This design comes from an exercise in tuning for small area and a short achievable clock period on the open sky130 flow, not from production work.
In this exercise RTL edits were held to simulation tests only and were not proved equivalent to the original.
Power and IR drop assume default switching activity.

File: flow/flow/run.sh
#!/bin/bash
# Layout flow: the standard flow, with plain buffers on the ports and a clock
# tree of small buffers without dummy loads.
export BUFFER_PORTS_ARGS="-buffer_cell sky130_fd_sc_hd__buf_2"
export CTS_ARGS="-sink_clustering_enable -repair_clock_nets -dont_use_dummy_load -buf_list \"sky130_fd_sc_hd__clkbuf_4 sky130_fd_sc_hd__clkbuf_8\""
bash standard.sh > standard.log 2>&1
File: flow/constraint.sdc
create_clock -name core_clock -period 8.0 [get_ports {s_axis_aclk}]
set_input_delay 1.6000 -clock core_clock [delete_from_list [all_inputs] [get_ports {s_axis_aclk}]]
set_output_delay 1.6000 -clock core_clock [all_outputs]
set_load 0.01 [all_outputs]
File: flow/config.mk
export PLATFORM = sky130hd
export DESIGN_NAME = axis_Gauss_1x5
export DESIGN_NICKNAME = axis_Gauss_1x5
export VERILOG_FILES = /design/flow/design.v
export SDC_FILE = /design/flow/constraint.sdc
export NUM_CORES = 4
export LEC_CHECK = 0
export CAP_MARGIN = 20
export CORE_MARGIN = 2
export CORE_UTILIZATION = 40
export SETUP_SLACK_MARGIN = 4.9
export SLEW_MARGIN = 20
export SYNTH_HIERARCHICAL = 1
export SYNTH_MINIMUM_KEEP_SIZE = 0
File: flow/design.v
`timescale 1ns/1ns
module axis_Gauss_1x5 (
  input  logic       s_axis_aclk,
  input  logic       s_axis_arstn,
  input  logic [7:0] s_axis_tdata,
  input  logic       s_axis_tvalid,
  input  logic       s_axis_tlast,
  output logic [7:0] m_axis_tdata,
  output logic       m_axis_tvalid,
  output logic       m_axis_tlast
);
logic [7:0]  d1, d2, d3, d4;
logic        v1, v2, l1, l2;
logic [13:0] cnt;
logic [9:0] b;
always_ff @(posedge s_axis_aclk) begin
  d1 <= s_axis_tdata;
  d2 <= d1;
  d3 <= d2;
  d4 <= d3;
  v1 <= s_axis_tvalid;
  v2 <= v1;
  l1 <= s_axis_tlast;
  l2 <= l1;
  b <= bnext;
end
wire [14:0] cc;
wire [13:0] cs;
wire cc_lo;
assign cc[0] = s_axis_tvalid;
gha cnt_ha0 (.a(cnt[0]), .b(cc[0]), .s(cs[0]), .co(cc[1]));
gha cnt_ha1 (.a(cnt[1]), .b(cc[1]), .s(cs[1]), .co(cc[2]));
gha cnt_ha2 (.a(cnt[2]), .b(cc[2]), .s(cs[2]), .co(cc[3]));
gha cnt_ha3 (.a(cnt[3]), .b(cc[3]), .s(cs[3]), .co(cc[4]));
gha cnt_ha4 (.a(cnt[4]), .b(cc[4]), .s(cs[4]), .co(cc[5]));
gha cnt_ha5 (.a(cnt[5]), .b(cc[5]), .s(cs[5]), .co(cc[6]));
gha cnt_ha6 (.a(cnt[6]), .b(cc[6]), .s(cs[6]), .co(cc_lo));
gha cnt_ha7 (.a(cnt[7]), .b(cc[7]), .s(cs[7]), .co(cc[8]));
gha cnt_ha8 (.a(cnt[8]), .b(cc[8]), .s(cs[8]), .co(cc[9]));
gha cnt_ha9 (.a(cnt[9]), .b(cc[9]), .s(cs[9]), .co(cc[10]));
gha cnt_ha10 (.a(cnt[10]), .b(cc[10]), .s(cs[10]), .co(cc[11]));
gha cnt_ha11 (.a(cnt[11]), .b(cc[11]), .s(cs[11]), .co(cc[12]));
gha cnt_ha12 (.a(cnt[12]), .b(cc[12]), .s(cs[12]), .co(cc[13]));
gha cnt_ha13 (.a(cnt[13]), .b(cc[13]), .s(cs[13]), .co(cc[14]));
assign cc[7] = s_axis_tvalid & (&cnt[6:0]);
always_ff @(posedge s_axis_aclk) begin
  if (!s_axis_arstn || s_axis_tlast)
    cnt <= '0;
  else
    cnt <= cs;
end
wire edge_pt = (cnt[13:1] == 13'd1);
wire [7:0] x0 = s_axis_tdata;
wire h1_s, h1_c;
gha h1 (.a(d1[0]), .b(d2[1]), .s(h1_s), .co(h1_c));
wire f2_s, f2_c;
gfa f2 (.a(d1[1]), .b(d2[2]), .c(h1_c), .s(f2_s), .co(f2_c));
wire f3_s, f3_c;
gfa f3 (.a(d1[2]), .b(d2[3]), .c(f2_c), .s(f3_s), .co(f3_c));
wire f4_s, f4_c;
gfa f4 (.a(d1[3]), .b(d2[4]), .c(x0[4]), .s(f4_s), .co(f4_c));
wire f5_s, f5_c;
gfa f5 (.a(d1[4]), .b(d2[5]), .c(x0[5]), .s(f5_s), .co(f5_c));
wire f6_s, f6_c;
gfa f6 (.a(d1[5]), .b(d2[6]), .c(x0[6]), .s(f6_s), .co(f6_c));
wire f7_s, f7_c;
gfa f7 (.a(d1[6]), .b(d2[7]), .c(x0[7]), .s(f7_s), .co(f7_c));
wire h8_s, h8_c;
gha h8 (.a(d2[0]), .b(x0[0]), .s(h8_s), .co(h8_c));
wire h9_s, h9_c;
gha h9 (.a(h1_s), .b(x0[1]), .s(h9_s), .co(h9_c));
wire h10_s, h10_c;
gha h10 (.a(f2_s), .b(x0[2]), .s(h10_s), .co(h10_c));
wire h11_s, h11_c;
gha h11 (.a(x0[3]), .b(f3_s), .s(h11_s), .co(h11_c));
wire h12_s, h12_c;
gha h12 (.a(f3_c), .b(f4_s), .s(h12_s), .co(h12_c));
wire h13_s, h13_c;
gha h13 (.a(f4_c), .b(f5_s), .s(h13_s), .co(h13_c));
wire h14_s, h14_c;
gha h14 (.a(f5_c), .b(f6_s), .s(h14_s), .co(h14_c));
wire h15_s, h15_c;
gha h15 (.a(f6_c), .b(f7_s), .s(h15_s), .co(h15_c));
wire h16_s, h16_c;
gha h16 (.a(d1[7]), .b(f7_c), .s(h16_s), .co(h16_c));
wire q17_x;
g_ao21 q17 (.a(h9_c), .b(h9_s), .c(h8_c), .x(q17_x));
wire q18_x;
g_and2 q18 (.a(h9_s), .b(h8_s), .x(q18_x));
wire q19_x;
g_ao21 q19 (.a(h11_c), .b(h11_s), .c(h10_c), .x(q19_x));
wire q20_x;
g_and2 q20 (.a(h11_s), .b(h10_s), .x(q20_x));
wire q21_x;
g_ao21 q21 (.a(h13_c), .b(h13_s), .c(h12_c), .x(q21_x));
wire q22_x;
g_and2 q22 (.a(h13_s), .b(h12_s), .x(q22_x));
wire q23_x;
g_ao21 q23 (.a(h15_c), .b(h15_s), .c(h14_c), .x(q23_x));
wire q24_x;
g_and2 q24 (.a(h15_s), .b(h14_s), .x(q24_x));
wire q25_x;
g_ao21 q25 (.a(h10_c), .b(h10_s), .c(q17_x), .x(q25_x));
wire q26_x;
g_and2 q26 (.a(h10_s), .b(q18_x), .x(q26_x));
wire q27_x;
g_ao21 q27 (.a(q19_x), .b(q20_x), .c(q17_x), .x(q27_x));
wire q28_x;
g_and2 q28 (.a(q20_x), .b(q18_x), .x(q28_x));
wire q29_x;
g_ao21 q29 (.a(h14_c), .b(h14_s), .c(q21_x), .x(q29_x));
wire q30_x;
g_and2 q30 (.a(h14_s), .b(q22_x), .x(q30_x));
wire q31_x;
g_ao21 q31 (.a(q23_x), .b(q24_x), .c(q21_x), .x(q31_x));
wire q32_x;
g_and2 q32 (.a(q24_x), .b(q22_x), .x(q32_x));
wire q33_x;
g_ao21 q33 (.a(h12_c), .b(h12_s), .c(q27_x), .x(q33_x));
wire q34_x;
g_and2 q34 (.a(h12_s), .b(q28_x), .x(q34_x));
wire q35_x;
g_ao21 q35 (.a(q21_x), .b(q22_x), .c(q27_x), .x(q35_x));
wire q36_x;
g_and2 q36 (.a(q22_x), .b(q28_x), .x(q36_x));
wire q37_x;
g_ao21 q37 (.a(q29_x), .b(q30_x), .c(q27_x), .x(q37_x));
wire q38_x;
g_and2 q38 (.a(q30_x), .b(q28_x), .x(q38_x));
wire q39_x;
g_ao21 q39 (.a(q31_x), .b(q32_x), .c(q27_x), .x(q39_x));
wire q40_x;
g_and2 q40 (.a(q32_x), .b(q28_x), .x(q40_x));
wire q41_x;
g_ao21 q41 (.a(h16_c), .b(h16_s), .c(q39_x), .x(q41_x));
wire q42_x;
g_and2 q42 (.a(h16_s), .b(q40_x), .x(q42_x));
wire q43_x;
g_xor2 q43 (.a(h9_s), .b(h8_c), .x(q43_x));
wire q44_x;
g_xor2 q44 (.a(h10_s), .b(q17_x), .x(q44_x));
wire q45_x;
g_xor2 q45 (.a(h11_s), .b(q25_x), .x(q45_x));
wire q46_x;
g_xor2 q46 (.a(h12_s), .b(q27_x), .x(q46_x));
wire q47_x;
g_xor2 q47 (.a(h13_s), .b(q33_x), .x(q47_x));
wire q48_x;
g_xor2 q48 (.a(h14_s), .b(q35_x), .x(q48_x));
wire q49_x;
g_xor2 q49 (.a(h15_s), .b(q37_x), .x(q49_x));
wire q50_x;
g_xor2 q50 (.a(h16_s), .b(q39_x), .x(q50_x));
wire q51_x;
g_xor2 q51 (.a(1'b0), .b(q41_x), .x(q51_x));
wire [9:0] bnext = {q51_x, q50_x, q49_x, q48_x, q47_x, q46_x, q45_x, q44_x, q43_x, h8_s};
wire h52_s, h52_c;
gha h52 (.a(d4[1]), .b(d2[0]), .s(h52_s), .co(h52_c));
wire f53_s, f53_c;
gfa f53 (.a(d4[2]), .b(d2[1]), .c(d2[0]), .s(f53_s), .co(f53_c));
wire i54 = ~d4[0];
wire f55_s, f55_c;
gfa f55 (.a(i54), .b(h52_c), .c(f53_s), .s(f55_s), .co(f55_c));
wire h56_s, h56_c;
gha h56 (.a(x0[2]), .b(f55_s), .s(h56_s), .co(h56_c));
wire i57 = ~d2[2];
wire f58_s, f58_c;
gfa f58 (.a(d4[3]), .b(d4[1]), .c(i57), .s(f58_s), .co(f58_c));
wire i59 = ~f58_s;
wire f60_s, f60_c;
gfa f60 (.a(d2[1]), .b(f53_c), .c(i59), .s(f60_s), .co(f60_c));
wire f61_s, f61_c;
gfa f61 (.a(f55_c), .b(x0[3]), .c(f60_s), .s(f61_s), .co(f61_c));
wire h62_s, h62_c;
gha h62 (.a(h56_c), .b(f61_s), .s(h62_s), .co(h62_c));
wire f63_s, f63_c;
gfa f63 (.a(b[0]), .b(d4[4]), .c(d2[3]), .s(f63_s), .co(f63_c));
wire i64 = ~d4[2];
wire f65_s, f65_c;
gfa f65 (.a(i64), .b(d2[2]), .c(d4[3]), .s(f65_s), .co(f65_c));
wire i66 = ~f58_c;
wire f67_s, f67_c;
gfa f67 (.a(i66), .b(f63_s), .c(f65_s), .s(f67_s), .co(f67_c));
wire f68_s, f68_c;
gfa f68 (.a(x0[4]), .b(f60_c), .c(f67_s), .s(f68_s), .co(f68_c));
wire i69 = ~x0[2];
wire f70_s, f70_c;
gfa f70 (.a(i69), .b(f61_c), .c(f68_s), .s(f70_s), .co(f70_c));
wire f71_s, f71_c;
gfa f71 (.a(b[1]), .b(d4[3]), .c(b[0]), .s(f71_s), .co(f71_c));
wire f72_s, f72_c;
gfa f72 (.a(d4[5]), .b(d4[0]), .c(d2[4]), .s(f72_s), .co(f72_c));
wire f73_s, f73_c;
gfa f73 (.a(d2[3]), .b(f63_c), .c(f65_c), .s(f73_s), .co(f73_c));
wire i74 = ~f71_s;
wire f75_s, f75_c;
gfa f75 (.a(i74), .b(f72_s), .c(x0[5]), .s(f75_s), .co(f75_c));
wire f76_s, f76_c;
gfa f76 (.a(x0[0]), .b(f73_s), .c(f67_c), .s(f76_s), .co(f76_c));
wire i77 = ~x0[3];
wire f78_s, f78_c;
gfa f78 (.a(i77), .b(f75_s), .c(f68_c), .s(f78_s), .co(f78_c));
wire h79_s, h79_c;
gha h79 (.a(f76_s), .b(f70_c), .s(h79_s), .co(h79_c));
wire f80_s, f80_c;
gfa f80 (.a(d4[6]), .b(d4[1]), .c(d2[5]), .s(f80_s), .co(f80_c));
wire i81 = ~d2[4];
wire f82_s, f82_c;
gfa f82 (.a(b[2]), .b(d4[4]), .c(i81), .s(f82_s), .co(f82_c));
wire i83 = ~f71_c;
wire f84_s, f84_c;
gfa f84 (.a(i83), .b(f72_c), .c(f80_s), .s(f84_s), .co(f84_c));
wire i85 = ~f82_s;
wire f86_s, f86_c;
gfa f86 (.a(i85), .b(f73_c), .c(x0[6]), .s(f86_s), .co(f86_c));
wire i87 = ~x0[4];
wire f88_s, f88_c;
gfa f88 (.a(i87), .b(x0[1]), .c(f84_s), .s(f88_s), .co(f88_c));
wire f89_s, f89_c;
gfa f89 (.a(f75_c), .b(f76_c), .c(f86_s), .s(f89_s), .co(f89_c));
wire f90_s, f90_c;
gfa f90 (.a(f88_s), .b(f78_c), .c(f89_s), .s(f90_s), .co(f90_c));
wire f91_s, f91_c;
gfa f91 (.a(d4[7]), .b(d4[2]), .c(d2[6]), .s(f91_s), .co(f91_c));
wire i92 = ~d2[5];
wire f93_s, f93_c;
gfa f93 (.a(b[3]), .b(d4[5]), .c(i92), .s(f93_s), .co(f93_c));
wire i94 = ~f82_c;
wire f95_s, f95_c;
gfa f95 (.a(f80_c), .b(i94), .c(f91_s), .s(f95_s), .co(f95_c));
wire i96 = ~f93_s;
wire f97_s, f97_c;
gfa f97 (.a(i96), .b(f84_c), .c(x0[7]), .s(f97_s), .co(f97_c));
wire i98 = ~x0[5];
wire f99_s, f99_c;
gfa f99 (.a(i98), .b(x0[2]), .c(f95_s), .s(f99_s), .co(f99_c));
wire f100_s, f100_c;
gfa f100 (.a(f86_c), .b(f88_c), .c(f97_s), .s(f100_s), .co(f100_c));
wire f101_s, f101_c;
gfa f101 (.a(f99_s), .b(f89_c), .c(f100_s), .s(f101_s), .co(f101_c));
wire f102_s, f102_c;
gfa f102 (.a(b[0]), .b(d4[3]), .c(d2[7]), .s(f102_s), .co(f102_c));
wire i103 = ~d2[6];
wire f104_s, f104_c;
gfa f104 (.a(b[4]), .b(d4[6]), .c(i103), .s(f104_s), .co(f104_c));
wire i105 = ~f93_c;
wire f106_s, f106_c;
gfa f106 (.a(f91_c), .b(i105), .c(f102_s), .s(f106_s), .co(f106_c));
wire i107 = ~f95_c;
wire f108_s, f108_c;
gfa f108 (.a(f104_s), .b(i107), .c(x0[6]), .s(f108_s), .co(f108_c));
wire f109_s, f109_c;
gfa f109 (.a(x0[3]), .b(f106_s), .c(f97_c), .s(f109_s), .co(f109_c));
wire i110 = ~f108_s;
wire f111_s, f111_c;
gfa f111 (.a(f99_c), .b(i110), .c(f100_c), .s(f111_s), .co(f111_c));
wire h112_s, h112_c;
gha h112 (.a(f109_s), .b(f101_c), .s(h112_s), .co(h112_c));
wire f113_s, f113_c;
gfa f113 (.a(b[1]), .b(d4[4]), .c(d2[7]), .s(f113_s), .co(f113_c));
wire i114 = ~f102_c;
wire f115_s, f115_c;
gfa f115 (.a(b[5]), .b(d4[7]), .c(i114), .s(f115_s), .co(f115_c));
wire i116 = ~f104_c;
wire f117_s, f117_c;
gfa f117 (.a(i116), .b(f113_s), .c(f106_c), .s(f117_s), .co(f117_c));
wire f118_s, f118_c;
gfa f118 (.a(x0[7]), .b(i87), .c(f115_s), .s(f118_s), .co(f118_c));
wire i119 = ~f117_s;
wire f120_s, f120_c;
gfa f120 (.a(f108_c), .b(i119), .c(f118_s), .s(f120_s), .co(f120_c));
wire i121 = ~f120_s;
wire f122_s, f122_c;
gfa f122 (.a(f109_c), .b(i121), .c(f111_c), .s(f122_s), .co(f122_c));
wire i123 = ~b[6];
wire f124_s, f124_c;
gfa f124 (.a(i123), .b(b[2]), .c(d4[5]), .s(f124_s), .co(f124_c));
wire i125 = ~f115_c;
wire f126_s, f126_c;
gfa f126 (.a(f113_c), .b(f124_s), .c(i125), .s(f126_s), .co(f126_c));
wire i127 = ~f118_c;
wire f128_s, f128_c;
gfa f128 (.a(x0[5]), .b(f117_c), .c(i127), .s(f128_s), .co(f128_c));
wire i129 = ~f120_c;
wire f130_s, f130_c;
gfa f130 (.a(f126_s), .b(i129), .c(f128_s), .s(f130_s), .co(f130_c));
wire f131_s, f131_c;
gfa f131 (.a(b[7]), .b(b[3]), .c(d4[6]), .s(f131_s), .co(f131_c));
wire f132_s, f132_c;
gfa f132 (.a(f124_c), .b(f131_s), .c(x0[6]), .s(f132_s), .co(f132_c));
wire f133_s, f133_c;
gfa f133 (.a(f126_c), .b(f132_s), .c(f128_c), .s(f133_s), .co(f133_c));
wire f134_s, f134_c;
gfa f134 (.a(b[8]), .b(b[4]), .c(d4[7]), .s(f134_s), .co(f134_c));
wire i135 = ~b[7];
wire f136_s, f136_c;
gfa f136 (.a(i135), .b(f131_c), .c(f134_s), .s(f136_s), .co(f136_c));
wire f137_s, f137_c;
gfa f137 (.a(x0[7]), .b(f136_s), .c(f132_c), .s(f137_s), .co(f137_c));
wire i138 = ~b[8];
wire f139_s, f139_c;
gfa f139 (.a(b[9]), .b(b[5]), .c(i138), .s(f139_s), .co(f139_c));
wire f140_s, f140_c;
gfa f140 (.a(f134_c), .b(f139_s), .c(f136_c), .s(f140_s), .co(f140_c));
wire i141 = ~b[9];
wire f142_s, f142_c;
gfa f142 (.a(b[6]), .b(i141), .c(f139_c), .s(f142_s), .co(f142_c));
wire i143 = ~x0[0];
wire i144 = ~x0[1];
wire h145_s, h145_c;
gha h145 (.a(d4[0]), .b(x0[0]), .s(h145_s), .co(h145_c));
wire h146_s, h146_c;
gha h146 (.a(h52_s), .b(x0[1]), .s(h146_s), .co(h146_c));
wire h147_s, h147_c;
gha h147 (.a(i143), .b(h56_s), .s(h147_s), .co(h147_c));
wire h148_s, h148_c;
gha h148 (.a(i144), .b(h62_s), .s(h148_s), .co(h148_c));
wire h149_s, h149_c;
gha h149 (.a(h62_c), .b(f70_s), .s(h149_s), .co(h149_c));
wire h150_s, h150_c;
gha h150 (.a(f78_s), .b(h79_s), .s(h150_s), .co(h150_c));
wire h151_s, h151_c;
gha h151 (.a(h79_c), .b(f90_s), .s(h151_s), .co(h151_c));
wire q152_x;
g_ao21 q152 (.a(h146_c), .b(h146_s), .c(h145_c), .x(q152_x));
wire q153_x;
g_and2 q153 (.a(h146_s), .b(h145_s), .x(q153_x));
wire q154_x;
g_ao21 q154 (.a(h148_c), .b(h148_s), .c(h147_c), .x(q154_x));
wire q155_x;
g_and2 q155 (.a(h148_s), .b(h147_s), .x(q155_x));
wire q156_x;
g_ao21 q156 (.a(h150_c), .b(h150_s), .c(h149_c), .x(q156_x));
wire q157_x;
g_and2 q157 (.a(h150_s), .b(h149_s), .x(q157_x));
wire q158_x;
g_ao21 q158 (.a(h147_c), .b(h147_s), .c(q152_x), .x(q158_x));
wire q159_x;
g_and2 q159 (.a(h147_s), .b(q153_x), .x(q159_x));
wire q160_x;
g_ao21 q160 (.a(q154_x), .b(q155_x), .c(q152_x), .x(q160_x));
wire q161_x;
g_and2 q161 (.a(q155_x), .b(q153_x), .x(q161_x));
wire q162_x;
g_ao21 q162 (.a(h151_c), .b(h151_s), .c(q156_x), .x(q162_x));
wire q163_x;
g_and2 q163 (.a(h151_s), .b(q157_x), .x(q163_x));
wire q164_x;
g_ao21 q164 (.a(h149_c), .b(h149_s), .c(q160_x), .x(q164_x));
wire q165_x;
g_and2 q165 (.a(h149_s), .b(q161_x), .x(q165_x));
wire q166_x;
g_ao21 q166 (.a(q156_x), .b(q157_x), .c(q160_x), .x(q166_x));
wire q167_x;
g_and2 q167 (.a(q157_x), .b(q161_x), .x(q167_x));
wire q168_x;
g_ao21 q168 (.a(q162_x), .b(q163_x), .c(q160_x), .x(q168_x));
wire q169_x;
g_and2 q169 (.a(q163_x), .b(q161_x), .x(q169_x));
wire q170_x;
g_ao21 q170 (.a(h146_c), .b(h146_s), .c(h145_c), .x(q170_x));
wire q171_x;
g_ao21 q171 (.a(h147_c), .b(h147_s), .c(q170_x), .x(q171_x));
wire q172_x;
g_ao21 q172 (.a(h148_c), .b(h148_s), .c(q171_x), .x(q172_x));
wire q173_x;
g_ao21 q173 (.a(h149_c), .b(h149_s), .c(q172_x), .x(q173_x));
wire q174_x;
g_ao21 q174 (.a(h150_c), .b(h150_s), .c(q173_x), .x(q174_x));
wire q175_x;
g_ao21 q175 (.a(h151_c), .b(h151_s), .c(q174_x), .x(q175_x));
wire h176_s, h176_c;
gha h176 (.a(f140_s), .b(f137_c), .s(h176_s), .co(h176_c));
wire h177_s, h177_c;
gha h177 (.a(f142_s), .b(f140_c), .s(h177_s), .co(h177_c));
wire h178_s, h178_c;
gha h178 (.a(i135), .b(f142_c), .s(h178_s), .co(h178_c));
wire h179_s, h179_c;
gha h179 (.a(i138), .b(b[7]), .s(h179_s), .co(h179_c));
wire h180_s, h180_c;
gha h180 (.a(i141), .b(b[8]), .s(h180_s), .co(h180_c));
wire q181_x;
g_ao21 q181 (.a(h177_c), .b(h177_s), .c(h176_c), .x(q181_x));
wire q182_x;
g_and2 q182 (.a(h177_s), .b(h176_s), .x(q182_x));
wire q183_x;
g_ao21 q183 (.a(h179_c), .b(h179_s), .c(h178_c), .x(q183_x));
wire q184_x;
g_and2 q184 (.a(h179_s), .b(h178_s), .x(q184_x));
wire q185_x;
g_ao21 q185 (.a(h178_c), .b(h178_s), .c(q181_x), .x(q185_x));
wire q186_x;
g_and2 q186 (.a(h178_s), .b(q182_x), .x(q186_x));
wire q187_x;
g_ao21 q187 (.a(q183_x), .b(q184_x), .c(q181_x), .x(q187_x));
wire q188_x;
g_and2 q188 (.a(q184_x), .b(q182_x), .x(q188_x));
wire q189_x;
g_ao21 q189 (.a(h180_c), .b(h180_s), .c(q187_x), .x(q189_x));
wire q190_x;
g_and2 q190 (.a(h180_s), .b(q188_x), .x(q190_x));
wire q191_x;
g_xor2 q191 (.a(h177_s), .b(h176_c), .x(q191_x));
wire q192_x;
g_xor2 q192 (.a(h178_s), .b(q181_x), .x(q192_x));
wire q193_x;
g_xor2 q193 (.a(h179_s), .b(q185_x), .x(q193_x));
wire q194_x;
g_xor2 q194 (.a(h180_s), .b(q187_x), .x(q194_x));
wire h195_s, h195_c;
gha h195 (.a(f90_c), .b(f101_s), .s(h195_s), .co(h195_c));
wire h196_s, h196_c;
gha h196 (.a(f111_s), .b(h112_s), .s(h196_s), .co(h196_c));
wire h197_s, h197_c;
gha h197 (.a(h112_c), .b(f122_s), .s(h197_s), .co(h197_c));
wire h198_s, h198_c;
gha h198 (.a(f130_s), .b(f122_c), .s(h198_s), .co(h198_c));
wire h199_s, h199_c;
gha h199 (.a(f130_c), .b(f133_s), .s(h199_s), .co(h199_c));
wire h200_s, h200_c;
gha h200 (.a(f137_s), .b(f133_c), .s(h200_s), .co(h200_c));
wire [10:0] ua = {q194_x, q193_x, q192_x, q191_x, h176_s, h200_s, h199_s, h198_s, h197_s, h196_s, h195_s};
wire [10:0] ub = {1'b0, 1'b0, 1'b0, 1'b0, 1'b0, h200_c, h199_c, h198_c, h197_c, h196_c, h195_c};
wire uc = q175_x;
logic [10:0] oa, ob;
logic oc;
logic       ept;
always_ff @(posedge s_axis_aclk) begin
  oa <= ua;
  ob <= ub;
  oc <= uc;
  ept <= edge_pt;
  m_axis_tvalid <= v2;
  m_axis_tlast  <= l2 & ~edge_pt;
end
assign m_axis_tdata = {(ept ? d3[7] : oa[10]) ^ (~ept & (1'b0 | oa[9] & 1'b0 | oa[9] & oa[8] & 1'b0 | oa[9] & oa[8] & oa[7] & 1'b0 | oa[9] & oa[8] & oa[7] & oa[6] & ob[5] | oa[9] & oa[8] & oa[7] & oa[6] & oa[5] & ob[4] | oa[9] & oa[8] & oa[7] & oa[6] & oa[5] & oa[4] & ob[3] | oa[9] & oa[8] & oa[7] & oa[6] & oa[5] & oa[4] & oa[3] & ob[2] | oa[9] & oa[8] & oa[7] & oa[6] & oa[5] & oa[4] & oa[3] & oa[2] & ob[1] | oa[9] & oa[8] & oa[7] & oa[6] & oa[5] & oa[4] & oa[3] & oa[2] & oa[1] & ob[0] | oa[9] & oa[8] & oa[7] & oa[6] & oa[5] & oa[4] & oa[3] & oa[2] & oa[1] & oa[0] & oc)), (ept ? d3[6] : oa[9]) ^ (~ept & (1'b0 | oa[8] & 1'b0 | oa[8] & oa[7] & 1'b0 | oa[8] & oa[7] & oa[6] & ob[5] | oa[8] & oa[7] & oa[6] & oa[5] & ob[4] | oa[8] & oa[7] & oa[6] & oa[5] & oa[4] & ob[3] | oa[8] & oa[7] & oa[6] & oa[5] & oa[4] & oa[3] & ob[2] | oa[8] & oa[7] & oa[6] & oa[5] & oa[4] & oa[3] & oa[2] & ob[1] | oa[8] & oa[7] & oa[6] & oa[5] & oa[4] & oa[3] & oa[2] & oa[1] & ob[0] | oa[8] & oa[7] & oa[6] & oa[5] & oa[4] & oa[3] & oa[2] & oa[1] & oa[0] & oc)), (ept ? d3[5] : oa[8]) ^ (~ept & (1'b0 | oa[7] & 1'b0 | oa[7] & oa[6] & ob[5] | oa[7] & oa[6] & oa[5] & ob[4] | oa[7] & oa[6] & oa[5] & oa[4] & ob[3] | oa[7] & oa[6] & oa[5] & oa[4] & oa[3] & ob[2] | oa[7] & oa[6] & oa[5] & oa[4] & oa[3] & oa[2] & ob[1] | oa[7] & oa[6] & oa[5] & oa[4] & oa[3] & oa[2] & oa[1] & ob[0] | oa[7] & oa[6] & oa[5] & oa[4] & oa[3] & oa[2] & oa[1] & oa[0] & oc)), (ept ? d3[4] : oa[7]) ^ (~ept & (1'b0 | oa[6] & ob[5] | oa[6] & oa[5] & ob[4] | oa[6] & oa[5] & oa[4] & ob[3] | oa[6] & oa[5] & oa[4] & oa[3] & ob[2] | oa[6] & oa[5] & oa[4] & oa[3] & oa[2] & ob[1] | oa[6] & oa[5] & oa[4] & oa[3] & oa[2] & oa[1] & ob[0] | oa[6] & oa[5] & oa[4] & oa[3] & oa[2] & oa[1] & oa[0] & oc)), (ept ? d3[3] : oa[6]) ^ (~ept & (ob[5] | oa[5] & ob[4] | oa[5] & oa[4] & ob[3] | oa[5] & oa[4] & oa[3] & ob[2] | oa[5] & oa[4] & oa[3] & oa[2] & ob[1] | oa[5] & oa[4] & oa[3] & oa[2] & oa[1] & ob[0] | oa[5] & oa[4] & oa[3] & oa[2] & oa[1] & oa[0] & oc)), (ept ? d3[2] : oa[5]) ^ (~ept & (ob[4] | oa[4] & ob[3] | oa[4] & oa[3] & ob[2] | oa[4] & oa[3] & oa[2] & ob[1] | oa[4] & oa[3] & oa[2] & oa[1] & ob[0] | oa[4] & oa[3] & oa[2] & oa[1] & oa[0] & oc)), (ept ? d3[1] : oa[4]) ^ (~ept & (ob[3] | oa[3] & ob[2] | oa[3] & oa[2] & ob[1] | oa[3] & oa[2] & oa[1] & ob[0] | oa[3] & oa[2] & oa[1] & oa[0] & oc)), (ept ? d3[0] : oa[3]) ^ (~ept & (ob[2] | oa[2] & ob[1] | oa[2] & oa[1] & ob[0] | oa[2] & oa[1] & oa[0] & oc))};
endmodule
module g_and2 (
  input  logic a,
  input  logic b,
  output logic x
);
assign x = a & b;
endmodule
module g_xor2 (
  input  logic a,
  input  logic b,
  output logic x
);
assign x = a ^ b;
endmodule
module g_ao21 (
  input  logic a,
  input  logic b,
  input  logic c,
  output logic x
);
assign x = a | (b & c);
endmodule
module gha (
  input  logic a,
  input  logic b,
  output logic s,
  output logic co
);
assign s  = a ^ b;
assign co = a & b;
endmodule
module gfa (
  input  logic a,
  input  logic b,
  input  logic c,
  output logic s,
  output logic co
);
assign s  = a ^ b ^ c;
assign co = (a & b) | (a & c) | (b & c);
endmodule
File: flow/standard.sh
#!/bin/bash
# synth_recipe.tcl (not shown) runs the flow's synth.tcl, then flattens the netlist and writes it again
# the make line also repeats each setting of config.mk as NAME=value (left out here)
make -C /OpenROAD-flow-scripts/flow DESIGN_CONFIG=/design/flow/config.mk WORK_HOME=/design/flow/orfs CLKGATE_MAP_FILE= SYNTH_SCRIPT=/design/flow/synth_recipe.tcl "${@:-finish}"
==> impl_results.md, run 1 <==
- Outcome: no timing/DRC/antenna violations
- Area leader, netlist: dfxtp_1
- FF+latch area: 1640 um2
- 1st-pass router iterations: 4
- TritonCTS clock tree: done
- Share of layout cells above drive strength 1: 26.9%
- Detailed Route WL: 7620 um
- Worst min path class: register to register
- Final Cycle Share: 42.8%
- Area Overhead vs Synth: 18.4%
- Vias/cell: 4.69
- Initial Utilization: 41.5%
- Highest-delay cell along the critical path: fa_2
- Post-synth top area share: 37.7%
- Layout Skew: 0.0234 ns
- Placed insts: 487
- CP peak stage delay: 0.53 ns
- Leakage: 2.31 nW
- Sink Count: 81
- Slew @ Worst Pin: 0.722 ns
- Most used cell, CP: fa_2
- Worst endpoint data arrival time: 3.65 ns
- CP Max Fanout: 5
- Post-Layout Cell Count: 504
- Slew Viols, Final: 0
- Final setup violation count: 0
- Final #Nets: 490
- # DRC: 0
- Vias: 2362
- Crit-path cells: buf_4 > fa_2 > fa_2 > fa_2 > ha_1 > a21o_1
- Slew headroom: 51.8%
- Startpoint types: input pin
- I/O Pins: 22
- Clock buffer count from CTS: 9
- WL per Instance: 15.1 um
- Family with the most delay on the worst path: adder cells
- Mapped Area: 4300 um2
- RSZ-0062 raised after global routing: yes
- Fillers: 952
- FFs w/ async S/R, synth: 0%
- Diode count: 0
- Commonest non-fill, non-tap cell in the layout: dfxtp_1
- GRT Resource Usage Total: 15.7%
- Chip Height: 108 um
- Number of synthesized flops with an enable pin: 0
- Syn Nets: 452
- First-pass GRT wire length: 13500 um
- Synth top area cells: dfxtp_1 38%, fa_1 28%, ha_1 14%
- Unique masters post-synth: 29
- Tmin final: 3.42 ns
- Remaining Overflow, GRT: 0
- Initial antenna violation count: 0
- Worst hold margin: 0.332 ns
- Pre-CTS setup slack: 4.21 ns
- Final ANT Viol Nets: 0
- Maxcap violations: 0
- Largest net degree at the start of global routing: 17
- Vias in the first global route: 2759
- Worst setup margin: 4.58 ns
- Power per cell area: 363 nW/um2
- CTS root buf: clkbuf_8
- Htree depth: 3
- Sequential share of the synthesized area: 37.7%
- DIE WIDTH: 108 um
- Setup Crit Path Kind: input pin to register
- Top FF cell, synth: dfxtp_1
- Die footprint: 11600 um2
- Setup TNS: 0 ns
- Clock-pin slew on the worst setup and hold paths: 0.08 ns
- Ys Warns: 7
- Maximum clock rate: 292 MHz
- Iter 0 DRT Violations: 96
- Area of the multi-input gates: 2820 um2
- PortBufs: 21
- VDD IR max: 0.182 mV
- CP Capture Type: register
- Row count: 37
- Post-layout util: 49.1%
- Synthesized flop and latch total: 81
- RD Place Congestion: 0.806
- Syn_area_per_cell: 13.0 um2
- Longest Clk Path Bufs: 2
- HPWL after DPL: 6240 um
- Core Area: 10400 um2
- Hold Vio Cnt, Final: 0
- Most frequent cells in the layout: 68 x dfxtp_1, 43 x fa_1, 31 x inv_1, 31 x ha_1, 26 x a21o_1
- Syn Inst Count: 332
- Latest clock arrival within the worst-skew pair: 0.35 ns
- Data required, critical path: 8.23 ns
- Crit path buffers/inverters: 1
## modules after synthesis, one instance, submodules excluded
module	copies in the design	cell area [um2]	flip-flops and latches	cells inside
g_xor2	13	8.76	0	1
axis_Gauss_1x5	1	2170	81	182
gfa	61	20.0	0	1
g_and2	6	6.26	0	1
g_ao21	23	7.51	0	1
gha	47	12.5	0	1
## cells in the mapped netlist, types with 3 or more instances
cell type and number:
inv_1 33, a21o_1 26, nand2_1 10, xor2_1 17, dfxtp_1 81, ha_1 47
o21ai_1 6, fa_1 61, nor2b_1 3, and2_1 20, nor2_1 3
## final cells by class
type,instances,share of cell area (%)
flip-flops and latches,81,32.2
repair buffers,29,4.08
multi-input cells,216,55.3
well taps,136,3.34
inverters,33,2.68
clock buffers,9,2.43
## routing by layer
metal,GRT usage (%),vias to the layer above,share of wire (%)
met3,3.33,8,1.8
met4,5.68,0,1.5
li1,-,1151,-
met5,0,-,0
met2,26.9,15,52
met1,19.4,1188,45
## kinds of logic (layout without fill, tap and decap cells)
logic type | Yosys count | in the layout | share of synthesized area [%]
AOI/OAI and AO/OA | 43 | 43 | 7.41
xor gates and xnor gates | 17 | 17 | 3.46
adders and majority gates | 108 | 108 | 42.0
buffers and inverters | 35 | 71 | 3.05
DFF | 81 | 81 | 37.7
other | 1 | 1 | 0.0871
and+or+nand+nor | 47 | 47 | 6.28
## worst reg2reg max path: stages, from the launching register on
cell and delay [ns]:
dfxtp_4 0.34, inv_1 0.05, fa_1 0.55, fa_1 0.44
fa_1 0.60, fa_2 0.45, ha_1 0.28, a21o_1 0.18
a21o_1 0.15, a21o_1 0.15
## path summary, 6_finish.rpt
kind | from | end | slack [ns] | depth (start not counted)
hold reg to reg | v1 | v2 | 0.33 | 0
setup / recovery | s_axis_tdata[6] | oc | 4.58 | 6
setup reg to reg | d4[2] | oc | 4.69 | 9
hold / removal | v1 | v2 | 0.33 | 0
## timing repair
item,CTS,global route
hold buffers,0,0
resized for setup,37,10
hold endpoints to repair,0,0
pin swaps,20,10
setup endpoints to repair,18,19
buffers inserted,5,3
## flip-flops by register name, indices dropped and copies added (netlist names), 6 cells and up
signal  count
d4          8
ob          6
d1          8
cnt        14
oa         11
d2          8
b          10
d3          8
## where the power goes
part,switching [W],internal (W),total (W)
clock,0.000124,0.000100,0.000224
combinational,0.000512,0.000536,0.00105
sequential,0.0000718,0.000507,0.000579
total,0.000707,0.00114,0.00185
## through the flow
stage	instance area (um2)	total power, W
2_1_floorplan	4460	0.00126
6_report	5100	0.00185
5_1_grt	5100	0.00210
3_3_place_gp	4720	0.00148
4_1_cts	5050	0.00187
3_5_place_dp	4720	0.00151
==> run 2, diff against run 1 <==
--- a/flow/config.mk
+++ b/flow/config.mk
@@ -7,8 +7,8 @@
 export LEC_CHECK = 0
 export CAP_MARGIN = 20
 export CORE_MARGIN = 2
-export CORE_UTILIZATION = 40
-export SETUP_SLACK_MARGIN = 4.9
+export CORE_UTILIZATION = 30
+export SETUP_SLACK_MARGIN = 4.6
 export SLEW_MARGIN = 20
 export SYNTH_HIERARCHICAL = 1
 export SYNTH_MINIMUM_KEEP_SIZE = 0
==> run 2 against run 1 <==
  * Largest cell class unchanged
  * Register-to-register slack worse by 0.02 ns
  * Maximum frequency shrank 0.41%
  * Clock-buffer cell count stayed put
  * Still clean on timing, DRC and antenna
  * Critical path type is now register to output port
  * Highest routed layer unchanged
==> impl_results.md, run 2 <==
- Fillers: 1377
- Worst endpoint data arrival time: 1.83 ns
- FFs w/ async S/R, synth: 0%
- Most frequent cells in the layout: 73 x dfxtp_1, 55 x fa_1, 46 x ha_1
- CP peak stage delay: 0.32 ns
- Slew Viols, Final: 0
- Seq pwr share: 33.6%
- Synth Area in Simple Gates: 6.28%
- Area leader, netlist: dfxtp_1
- Power per cell area: 353 nW/um2
- Outcome: no timing/DRC/antenna violations
- Tmin final: 3.43 ns
- Core Area: 13900 um2
- Top FF cell, synth: dfxtp_1
- First-pass GRT wire length: 12400 um
- Row count: 43
- Synthesized flop and latch total: 81
- Biggest regs: cnt x14, oa x11, b x10
- Worst min path class: register to register
- Power Internal: 0.00106 W
- Worst Reg-to-Reg Cells: 7
- Most common library cells after synthesis: 81 x dfxtp_1, 61 x fa_1, 47 x ha_1
- Vias in the first global route: 2575
- Share of layout cells above drive strength 1: 15.7%
- Slew headroom: 53.5%
- Final ANT Viol Nets: 0
- Compound-Gate Fraction of Synth Area: 7.41%
- Switching share of power: 38.1%
- Combinational Power Share: 53.1%
- Final instance area: 4850 um2
- Initial Utilization: 30.9%
- Vias: 2344
- # DRC: 0
- Hold Path Depth: 0
- Multiplexer share of the synthesized area: 0%
- CTS root buf: clkbuf_8
- VDD IR max: 0.121 mV
- Final #Nets: 485
- Clock-pin slew on the worst setup and hold paths: 0.06 ns
- Setup Crit Path Kind: register to output port
- Psw: 0.000654 W
- Hold Vio Cnt, Final: 0
- Syn_area_per_cell: 13.0 um2
- Final setup violation count: 0
- Number of flip-flops in the largest register: 14
- CP Max Fanout: 3
- Clock share of power: 13.2%
- Unique masters post-synth: 29
- HPWL after DPL: 6120 um
- Ys Warns: 7
- Synth top area cells: dfxtp_1 38%, fa_1 28%, ha_1 14%
- Initial antenna violation count: 0
- Mapped Area: 4300 um2
- Top-count cell post-synth: dfxtp_1
- Slew @ Worst Pin: 0.696 ns
- Area of the multi-input gates: 2610 um2
- Commonest non-fill, non-tap cell in the layout: dfxtp_1
- Highest-delay cell along the critical path: dfxtp_2
- Main combinational cell family by area after synthesis: adder cells
- I/O Pins: 22
- Post-synth top area share: 37.7%
- Leakage: 2.31 nW
- Post-CTS Hold Buffers: 0
- Detailed Route WL: 7320 um
- Final Cycle Share: 42.9%
- TritonCTS clock tree: done
- WL per Instance: 13.5 um
- Data required, critical path: 6.40 ns
- GRT Resource Usage Total: 11.1%
- CP Capture Type: output port
- Largest Register: cnt
- RD Place Congestion: 0.858
- Sink Count: 81
- Syn Nets: 452
- Iter 0 DRT Violations: 78
- Syn Inst Count: 332
- Maximum clock rate: 291 MHz
- Setup TNS: 0 ns
- Diode count: 0
- Htree depth: 3
- Clock buffer count from CTS: 9
- Post-Synth Adder-Cell Area: 42.0%
- Number of synthesized flops with an enable pin: 0
- Reg2Reg Setup Slack: 4.67 ns
- Largest net degree at the start of global routing: 17
- Post-Synth XOR/XNOR Area: 3.46%
- Latest clock arrival within the worst-skew pair: 0.36 ns
- Chip Height: 124 um
- Vias/cell: 4.32
- DIE WIDTH: 124 um
- Die footprint: 15300 um2
- Area Overhead vs Synth: 12.8%
- FF+latch area: 1630 um2
- Startpoint types: register
- Remaining Overflow, GRT: 0
- Post-DP Area: 4640 um2
- Layout Skew: 0.0226 ns
- Longest Clk Path Bufs: 2
- Sequential share of the synthesized area: 37.7%
- Maxcap violations: 0
- Crit-path cells: a21o_1 > a21oi_4 > a21boi_2 > o21a_1 > o31ai_1 > buf_2
- 1st-pass router iterations: 4
- RSZ-0062 raised after global routing: yes
- PortBufs: 21
==> run 2: cell counts after synthesis <==
Identical to the previous run, type by type.
==> run 2: logic make-up (layout without fill, tap and decap cells) <==
| family | count (synthesis) | count (layout) |
|---|---|---|
| flops | 81 | 81 |
| other cells | 1 | 1 |
| buf+inv | 35 | 66 |
| compound gates | 43 | 43 |
| fa+ha+maj | 108 | 108 |
| simple gates | 47 | 47 |
| xor+xnor | 17 | 17 |
==> run 2: timing repair <==
item | CTS | global route
cloned | 0 | 0
pin swaps | 10 | 4
resized for setup | 10 | 10
buffers inserted | 3 | 0
setup endpoints to repair | 8 | 9
==> run 2: metal layers <==
layer | share of wire (%) | wire length, um | track usage (%) | vias up
met4 | 2.3 | 167 | 4.90 | 0
met3 | 4.0 | 292 | 3.66 | 13
met5 | 0 | 0 | 0 | -
met2 | 50 | 3670 | 18.8 | 36
li1 | - | - | - | 1139
met1 | 44 | 3190 | 13.0 | 1156
==> run 2: critical path: cells and delay by family, from the launching register on <==
family / cells / cell delay (ns)
compound gates: 5 / 0.99
flops: 1 / 0.32
buf+inv: 1 / 0.19
==> run 2: metrics by stage <==
stage / util, % / worst slack (ns) / hold WS (ns) / total power (W) / std cells
after detailed placement: 33.3 / 4.18 / 0.313 / 0.00149 / 531
after CTS: 34.6 / 4.57 / 0.328 / 0.00175 / 543
final: 34.8 / 4.57 / 0.327 / 0.00172 / 543
after global routing: 34.8 / 4.46 / 0.333 / 0.00195 / 543
after global placement: 33.3 / 4.20 / 0.319 / 0.00146 / 531
after floorplan: - / 4.45 / 0.310 / 0.00124 / 332
==> run 2: area by class of cell <==
cell class,instances,share of cell area (%)
multi-input cells,216,53.9
flip-flops and latches,81,33.6
well taps,180,4.64
repair buffers,24,2.78
clock buffers,9,2.55
inverters,33,2.55
==> run 2: power groups by stage <==
stage / registers [W] / clock network, W / logic [W]
after CTS: 0.000578 / 0.000238 / 0.000930
after detailed placement: 0.000583 / 0 / 0.000906
final: 0.000577 / 0.000227 / 0.000911
after floorplan: 0.000562 / 0 / 0.000681
after global placement: 0.000581 / 0 / 0.000878
after global routing: 0.000590 / 0.000258 / 0.00110
==> run 2: Yosys stat by module, one instance, submodules excluded <==
module / cells inside / times used / flops+latches / cell area [um2]
gfa: 1 / 61 / 0 / 20.0
g_and2: 1 / 6 / 0 / 6.26
g_xor2: 1 / 13 / 0 / 8.76
gha: 1 / 47 / 0 / 12.5
g_ao21: 1 / 23 / 0 / 7.51
axis_Gauss_1x5: 182 / 1 / 81 / 2170
==> run 2: path summary, 6_finish.rpt <==
check,from,to
hold reg to reg,l1,l2
setup / recovery,oa[2],m_axis_tdata[2]
hold / removal,l1,l2
setup reg to reg,d4[6],oa[2]
==> run 3, diff against run 2 <==
--- a/flow/config.mk
+++ b/flow/config.mk
@@ -7,7 +7,7 @@
 export LEC_CHECK = 0
 export CAP_MARGIN = 20
 export CORE_MARGIN = 2
-export CORE_UTILIZATION = 30
+export CORE_UTILIZATION = 50
 export SETUP_SLACK_MARGIN = 4.6
 export SLEW_MARGIN = 20
 export SYNTH_HIERARCHICAL = 1
==> run 3 against run 2 <==
  * Power decreased by 0.24%
  * Die area decreased by 39%
  * Register-to-register slack got worse by 0.06 ns
  * Highest routed layer unchanged
  * Combinational power about the same
  * Area after synthesis unchanged
  * Still clean
  * Largest cell class unchanged
  * Design area decreased by 2.1%
  * Cell count decreased by 14%
  * Clock-buffer cell count unchanged
  * Clock skew decreased by 0.0012 ns
  * Maximum frequency decreased by 0.83%
==> impl_results.md, run 3 <==
- M1 GR Usage: 22.5%
- Area leader, netlist: dfxtp_1
- Mapped Area: 4300 um2
- Hold Path Depth: 0
- Number of synthesized flops with an enable pin: 0
- Ys Warns: 7
- Top FF cell, synth: dfxtp_1
- Psw: 0.000648 W
- Hold_sp: v1
- Final setup violation count: 0
- Worst min path class: register to register
- GRT Resource Usage Total: 17.2%
- Switching share of power: 37.9%
- Initial Utilization: 51.9%
- Longest Clk Path Bufs: 2
- Vias: 2296
- Largest Register: cnt
- HPWL after DPL: 6010 um
- Outcome: no timing/DRC/antenna violations
- Maxcap violations: 0
- Most frequent cells in the layout: 76 x dfxtp_1, 56 x fa_1, 46 x ha_1
- 1st-pass router iterations: 4
- Syn Nets: 452
- Reg2Reg Setup Slack: 4.61 ns
- FFs w/ async S/R, synth: 0%
- Seq pwr share: 33.9%
- I/O Pins: 22
- Met3 usage: 2.75%
- Area Overhead vs Synth: 10.4%
- Commonest non-fill, non-tap cell in the layout: dfxtp_1
- Post-Layout Cell Count: 467
- Syn_area_per_cell: 13.0 um2
- Placed insts: 456
- Power per cell area: 360 nW/um2
- PortBufs: 21
- Remaining Overflow, GRT: 0
- CP Max Fanout: 5
- RSZ-0062 raised after global routing: yes
- Maximum clock rate: 289 MHz
- Slew Viols, Final: 0
- Synthesized flop and latch total: 81
- Synth top area cells: dfxtp_1 38%, fa_1 28%, ha_1 14%
- Core Area: 8300 um2
- CTS root buf: clkbuf_8
- Die footprint: 9370 um2
- Initial antenna violation count: 0
- Largest net degree at the start of global routing: 17
- Slew @ Worst Pin: 0.676 ns
- Vias/cell: 4.92
- Hold EP: v2
- Clock share of power: 12.8%
- Leakage: 2.30 nW
- Detailed Route WL: 7100 um
- Layout Skew: 0.0214 ns
- Tmin final: 3.46 ns
- Worst Reg-to-Reg Cells: 7
- Combinational Power Share: 53.4%
- Htree depth: 3
- Fillers: 697
- TritonCTS clock tree: done
- Crit-path cells: buf_4 > fa_1 > fa_2 > fa_2 > fa_1 > ha_1
- CP peak stage delay: 0.47 ns
- Setup TNS: 0 ns
- Crit path launch: s_axis_tdata[7]
- Latest clock arrival within the worst-skew pair: 0.33 ns
- Post-synth top area share: 37.7%
- Share of layout cells above drive strength 1: 14.6%
- # DRC: 0
- Syn Inst Count: 332
- Vias in the first global route: 2556
- Setup Crit Path Kind: input pin to register
- CP Capture Type: register
- Highest-delay cell along the critical path: fa_1
- Pre-CTS setup slack: 4.18 ns
- Reg2reg end: oa[2]
- Data required, critical path: 8.19 ns
- Most common library cells after synthesis: 81 x dfxtp_1, 61 x fa_1, 47 x ha_1
- Clock-pin slew on the worst setup and hold paths: 0.06 ns
- Chip Height: 96.8 um
- Diode count: 0
- VDD IR max: 0.205 mV
- Row count: 33
- Final #Nets: 484
- R2R Path Start: d4[1]
- Top-count cell post-synth: dfxtp_1
- Clock buffer count from CTS: 9
- Sink Count: 81
- Unique masters post-synth: 29
- Power Internal: 0.00106 W
- Startpoint types: input pin
- WL per Instance: 15.2 um
- Final Cycle Share: 43.3%
- Slew headroom: 54.8%
- Biggest regs: cnt x14, oa x11, b x10
- First-pass GRT wire length: 12500 um
- DIE WIDTH: 96.8 um
- Final ANT Viol Nets: 0
- Worst setup margin: 4.54 ns
- RD Place Congestion: 0.836
- Iter 0 DRT Violations: 45
- GRT busiest layer: met2
- Number of flip-flops in the largest register: 14
- Met2 GRT Util: 29.0%
- Worst endpoint data arrival time: 3.66 ns
- Sequential share of the synthesized area: 37.7%
- Hold Vio Cnt, Final: 0
- Post-CTS Hold Buffers: 0
run 3: changes by cell type in the layout (fill, tap and decap cells not counted):
| cell | previous run | this run |
|---|---|---|
| buf_4 | 4 | 3 |
| dfxtp_1 | 73 | 76 |
| dfxtp_2 | 8 | 4 |
| dfxtp_4 | 0 | 1 |
| fa_1 | 55 | 56 |
| fa_2 | 6 | 5 |
| nor3_1 | 1 | 0 |
| nor3_2 | 1 | 2 |
run 3: worst max path at each step:
stage                      endpoint  slack (ns)  depth (start not counted)
floorplan                     oa[2]        4.45                          5
global placement              oa[2]        4.22                          6
detailed placement            oa[2]        4.18                          6
CTS                           oa[2]        4.56                          6
global route        m_axis_tdata[6]        4.45                          7
finish                        oa[2]        4.54                          6
run 3: final cells by class:
cell class	instances	area, um2	share of cell area [%]
clock buffer	9	124	2.61
inverter	33	124	2.61
multi-input combinational	216	2620	55.0
sequential	81	1630	34.3
tap	105	131	2.76
timing repair buffer	23	128	2.68
run 3: repair_timing:
action                     CTS  global route
gates cloned                 0             0
resized for setup            8            10
pin swaps                    7             8
setup endpoints to repair    9            11
setup buffers                1             1
run 3: cells by family after synthesis:
logic type,Yosys count,synth area share (%)
adders and majority gates,108,42.0
DFF,81,37.7
and+or+nand+nor,47,6.28
AOI/OAI and AO/OA,43,7.41
buffers and inverters,35,3.05
xor gates and xnor gates,17,3.46
other,1,0.0871
run 3: power by group through the flow:
stage | logic [W] | clock network [W] | registers [W]
finish | 0.000913 | 0.000218 | 0.000580
global route | 0.00110 | 0.000244 | 0.000592
CTS | 0.000921 | 0.000230 | 0.000580
detailed placement | 0.000889 | 0 | 0.000583
global placement | 0.000872 | 0 | 0.000582
floorplan | 0.000681 | 0 | 0.000562
run 3: worst max-delay path, delay by kind of cell:
family / cells / cell delay, ns
adders and majority gates: 5 / 1.90
buffers and inverters: 1 / 0.15
run 3: Yosys stat by module (local to each module, per instance):
module / flip-flops and latches / area [um2] / cells inside
axis_Gauss_1x5: 81 / 2170 / 182
gfa: 0 / 20.0 / 1
gha: 0 / 12.5 / 1
g_xor2: 0 / 8.76 / 1
g_ao21: 0 / 7.51 / 1
g_and2: 0 / 6.26 / 1
run 3: metal layers:
metal	routed length, um	part of all wire (%)
met1	3300	46
met2	3520	50
met3	153	2.2
met4	134	1.9
met5	0	0
run 3: through the flow:
step                hold slack [ns]  utilization [%]  instance area [um2]  total power (W)
finish                        0.328             57.3                 4750          0.00171
CTS                           0.331             56.8                 4710          0.00173
floorplan                     0.310                -                 4310          0.00124
detailed placement            0.315             54.7                 4540          0.00147
global placement              0.312             54.7                 4540          0.00145
global route                  0.335             57.3                 4750          0.00194
==> run 4, diff against run 3 <==
--- a/flow/config.mk
+++ b/flow/config.mk
@@ -7,7 +7,7 @@
 export LEC_CHECK = 0
 export CAP_MARGIN = 20
 export CORE_MARGIN = 2
-export CORE_UTILIZATION = 50
+export CORE_UTILIZATION = 40
 export SETUP_SLACK_MARGIN = 4.6
 export SLEW_MARGIN = 20
 export SYNTH_HIERARCHICAL = 1
==> run 4 against run 3 <==
  * Non-clock buffer count unchanged
  * Wire length up 0.62%
  * Power up 0.62%
  * Setup slack better by 0.050 ns
  * Highest routed layer unchanged
  * Register-to-register slack better by 0.07 ns
  * Sequential power about the same
  * Largest cell class unchanged
  * Critical path type unchanged
  * Combinational power up 0.9%
  * Die area up 24%
  * Worst hold slack worse by 0.0086 ns
  * Core utilization down 11 points
  * Maximum frequency up 1.5%
  * Critical endpoint is now oc
==> impl_results.md, run 4 <==
- Detailed Route WL: 7140 um
- Synth Area in Simple Gates: 6.28%
- Chip Height: 108 um
- GRT Resource Usage Total: 14.2%
- Biggest regs: cnt x14, oa x11, b x10
- Sink Count: 81
- Most common library cells after synthesis: 81 x dfxtp_1, 61 x fa_1, 47 x ha_1
- Worst endpoint data arrival time: 3.63 ns
- Startpoint types: input pin
- Maximum clock rate: 293 MHz
- Most used cell, CP: fa_1
- Longest Clk Path Bufs: 2
- Synthesized flop and latch total: 81
- Reg2Reg Setup Slack: 4.68 ns
- Commonest non-fill, non-tap cell in the layout: dfxtp_1
- Worst min path class: register to register
- Clock buffer count from CTS: 9
- Most frequent cells in the layout: 72 x dfxtp_1, 55 x fa_1, 46 x ha_1
- First-pass GRT wire length: 12200 um
- Multiplexer share of the synthesized area: 0%
- I/O Pins: 22
- Family with the most delay on the worst path: adder cells
- Main combinational cell family by area after synthesis: adder cells
- Latest clock arrival within the worst-skew pair: 0.36 ns
- Remaining Overflow, GRT: 0
- Final setup violation count: 0
- FFs w/ async S/R, synth: 0%
- Seq pwr share: 33.6%
- Initial antenna violation count: 0
- # DRC: 0
- Maxcap violations: 0
- CP peak stage delay: 0.54 ns
- Highest-delay cell along the critical path: fa_2
- Vias in the first global route: 2582
- RSZ-0062 raised after global routing: yes
- Slew Viols, Final: 0
- Fillers: 982
- Syn_area_per_cell: 13.0 um2
- Tmin final: 3.41 ns
- Top FF cell, synth: dfxtp_1
- Hold_sp: d3[3]
- Clock-pin slew on the worst setup and hold paths: 0.10 ns
- HPWL after DPL: 6080 um
- DIE WIDTH: 108 um
- Post-synth top area share: 37.7%
- RD Place Congestion: 0.863
- Diode count: 0
- Synth top area cells: dfxtp_1 38%, fa_1 28%, ha_1 14%
- Final #Nets: 484
- Power Internal: 0.00107 W
- Psw: 0.000656 W
- Syn Nets: 452
- PortBufs: 21
- TritonCTS clock tree: done
- Core Area: 10400 um2
- Setup Crit Path Kind: input pin to register
- Htree depth: 3
- Switching share of power: 38.1%
- Row count: 37
- Worst Reg-to-Reg Cells: 8
- VDD IR max: 0.194 mV
- Layout Skew: 0.0399 ns
- Clock share of power: 12.9%
- Hold Path Depth: 0
- Number of synthesized flops with an enable pin: 0
- Share of layout cells above drive strength 1: 15.7%
- Slew @ Worst Pin: 0.699 ns
- Area leader, netlist: dfxtp_1
- Initial Utilization: 41.5%
- Reg2reg end: oc
- Vias/cell: 4.61
- Slew headroom: 53.3%
- Area Overhead vs Synth: 11.4%
- Largest net degree at the start of global routing: 17
- WL per Instance: 14.3 um
- Hold Vio Cnt, Final: 0
- CP Max Fanout: 5
- Power per cell area: 359 nW/um2
- Crit-path cells: clkbuf_4 > fa_2 > fa_1 > fa_1 > ha_1 > a21o_1
- Final Cycle Share: 42.7%
- R2R Path Start: d4[2]
- Iter 0 DRT Violations: 48
- Combinational Power Share: 53.5%
- 1st-pass router iterations: 4
- Worst hold margin: 0.319 ns
- Hold EP: d4[3]
- Number of flip-flops in the largest register: 14
- Sequential share of the synthesized area: 37.7%
- Compound-Gate Fraction of Synth Area: 7.41%
- Final ANT Viol Nets: 0
- Top-count cell post-synth: dfxtp_1
- CTS root buf: clkbuf_8
- Ys Warns: 7
- Leakage: 2.30 nW
- CP Capture Type: register
- Vias: 2296
- Die footprint: 11600 um2
- Setup TNS: 0 ns
- Largest Register: cnt
- Outcome: no timing/DRC/antenna violations
- Syn Inst Count: 332
- Crit path buffers/inverters: 1
- Data required, critical path: 8.21 ns
- Post-Synth XOR/XNOR Area: 3.46%
- Mapped Area: 4300 um2
- Post-Synth Adder-Cell Area: 42.0%
- Unique masters post-synth: 29
-- run 4: repair_timing --
item	4_1_cts	5_1_grt
resized for setup	9	14
pin swaps	9	2
setup endpoints to repair	9	10
hold buffers	0	0
setup buffers	2	0
-- run 4: metrics by stage --
stage	total power [W]	instances	instance area (um2)	setup WS (ns)	util (%)
finish	0.00172	498	4800	4.59	46.2
global route	0.00193	498	4800	4.48	46.2
CTS	0.00174	498	4760	4.57	45.9
detailed placement	0.00149	487	4580	4.21	44.2
global placement	0.00147	487	4580	4.23	44.2
floorplan	0.00124	332	4310	4.45	-
-- run 4: cell type report --
cell class	instances	area [um2]	area share, %
Clock buffer	9	124	2.58
Inverter	33	124	2.58
Multi-Input combinational cell	216	2610	54.4
Sequential cell	81	1640	34.1
Tap cell	136	170	3.55
Timing Repair Buffer	23	131	2.74
-- run 4: power by group through the flow --
stage / combinational, W / clock, W / sequential (W)
floorplan: 0.000681 / 0 / 0.000562
global placement: 0.000884 / 0 / 0.000581
detailed placement: 0.000903 / 0 / 0.000583
CTS: 0.000924 / 0.000232 / 0.000581
global route: 0.00108 / 0.000250 / 0.000591
finish: 0.000921 / 0.000223 / 0.000578
-- run 4: worst reg2reg max path: cells and delay by family (launching register included) --
kind	cells	cell delay [ns]
flip-flops	1	0.38
adder cells (fa/ha/maj)	6	2.58
buffers and inverters	1	0.06
AO/OA/AOI/OAI	1	0.17
-- run 4: kinds of logic after synthesis --
family	after synthesis
flops	81
buf+inv	35
compound gates	43
xor+xnor	17
simple gates	47
other cells	1
fa+ha+maj	108
-- run 4: modules after synthesis, one instance, submodules excluded --
module | cells inside | copies in the design | area, um2 | flops+latches
axis_Gauss_1x5 | 182 | 1 | 2170 | 81
gfa | 1 | 61 | 20.0 | 0
gha | 1 | 47 | 12.5 | 0
g_xor2 | 1 | 13 | 8.76 | 0
g_ao21 | 1 | 23 | 7.51 | 0
g_and2 | 1 | 6 | 6.26 | 0
-- run 4: per-layer routing --
| metal | global-route usage, % | routed length (um) |
|---|---|---|
| met4 | 6.96 | 211 |
| met1 | 17.1 | 3240 |
| met5 | 0 | 0 |
| met2 | 24.1 | 3560 |
| met3 | 2.91 | 138 |
-- run 4: worst max path at each step --
stage,startpoint,cells after the start,to
final,s_axis_tdata[6],6,oc
after CTS,oa[2],7,m_axis_tdata[4]
after floorplan,s_axis_tdata[7],5,oa[2]
after global placement,s_axis_tdata[4],7,oa[2]
after detailed placement,s_axis_tdata[7],6,oa[2]
after global routing,oa[2],7,m_axis_tdata[4]

## static timing again, ports no longer ideal
The flow's constraints put no driver on any port. The routed layouts listed below were extracted and timed again, unchanged, in two steps. Step 1 (the two cells are an assumption about what drives the block):
set clk [get_ports {s_axis_aclk}]
set_driving_cell -lib_cell sky130_fd_sc_hd__clkbuf_16 $clk
set_driving_cell -lib_cell sky130_fd_sc_hd__buf_2 [delete_from_list [all_inputs] $clk]
Step 2 adds t to the input delays and takes it off the output delays; t is the mean of the earliest and latest rising clock arrival at the registers after step 1. Input paths then give back, and output paths get back, about the clock's delay inside the block. Three values: ideal ports, drivers, drivers and shift; two values: the first two.
| run | t, ns | slack for setup (ns) | latest minus earliest clock arrival (ns) |
|---|---|---|---|
| run 1 | 0.373 | 4.579 / 4.553 / 4.217 | 0.023 / 0.024 |
| run 2 | 0.387 | 4.565 / 4.530 / 4.222 | 0.023 / 0.023 |
| run 3 | 0.354 | 4.536 / 4.549 / 4.195 | 0.031 / 0.030 |
| run 4 | 0.372 | 4.587 / 4.566 / 4.227 | 0.042 / 0.042 |
After both steps setup and hold are still met in every run listed. For run 1, which loses most, drivers alone change the setup slack by -0.026 ns; drivers and shift together by -0.362 ns.
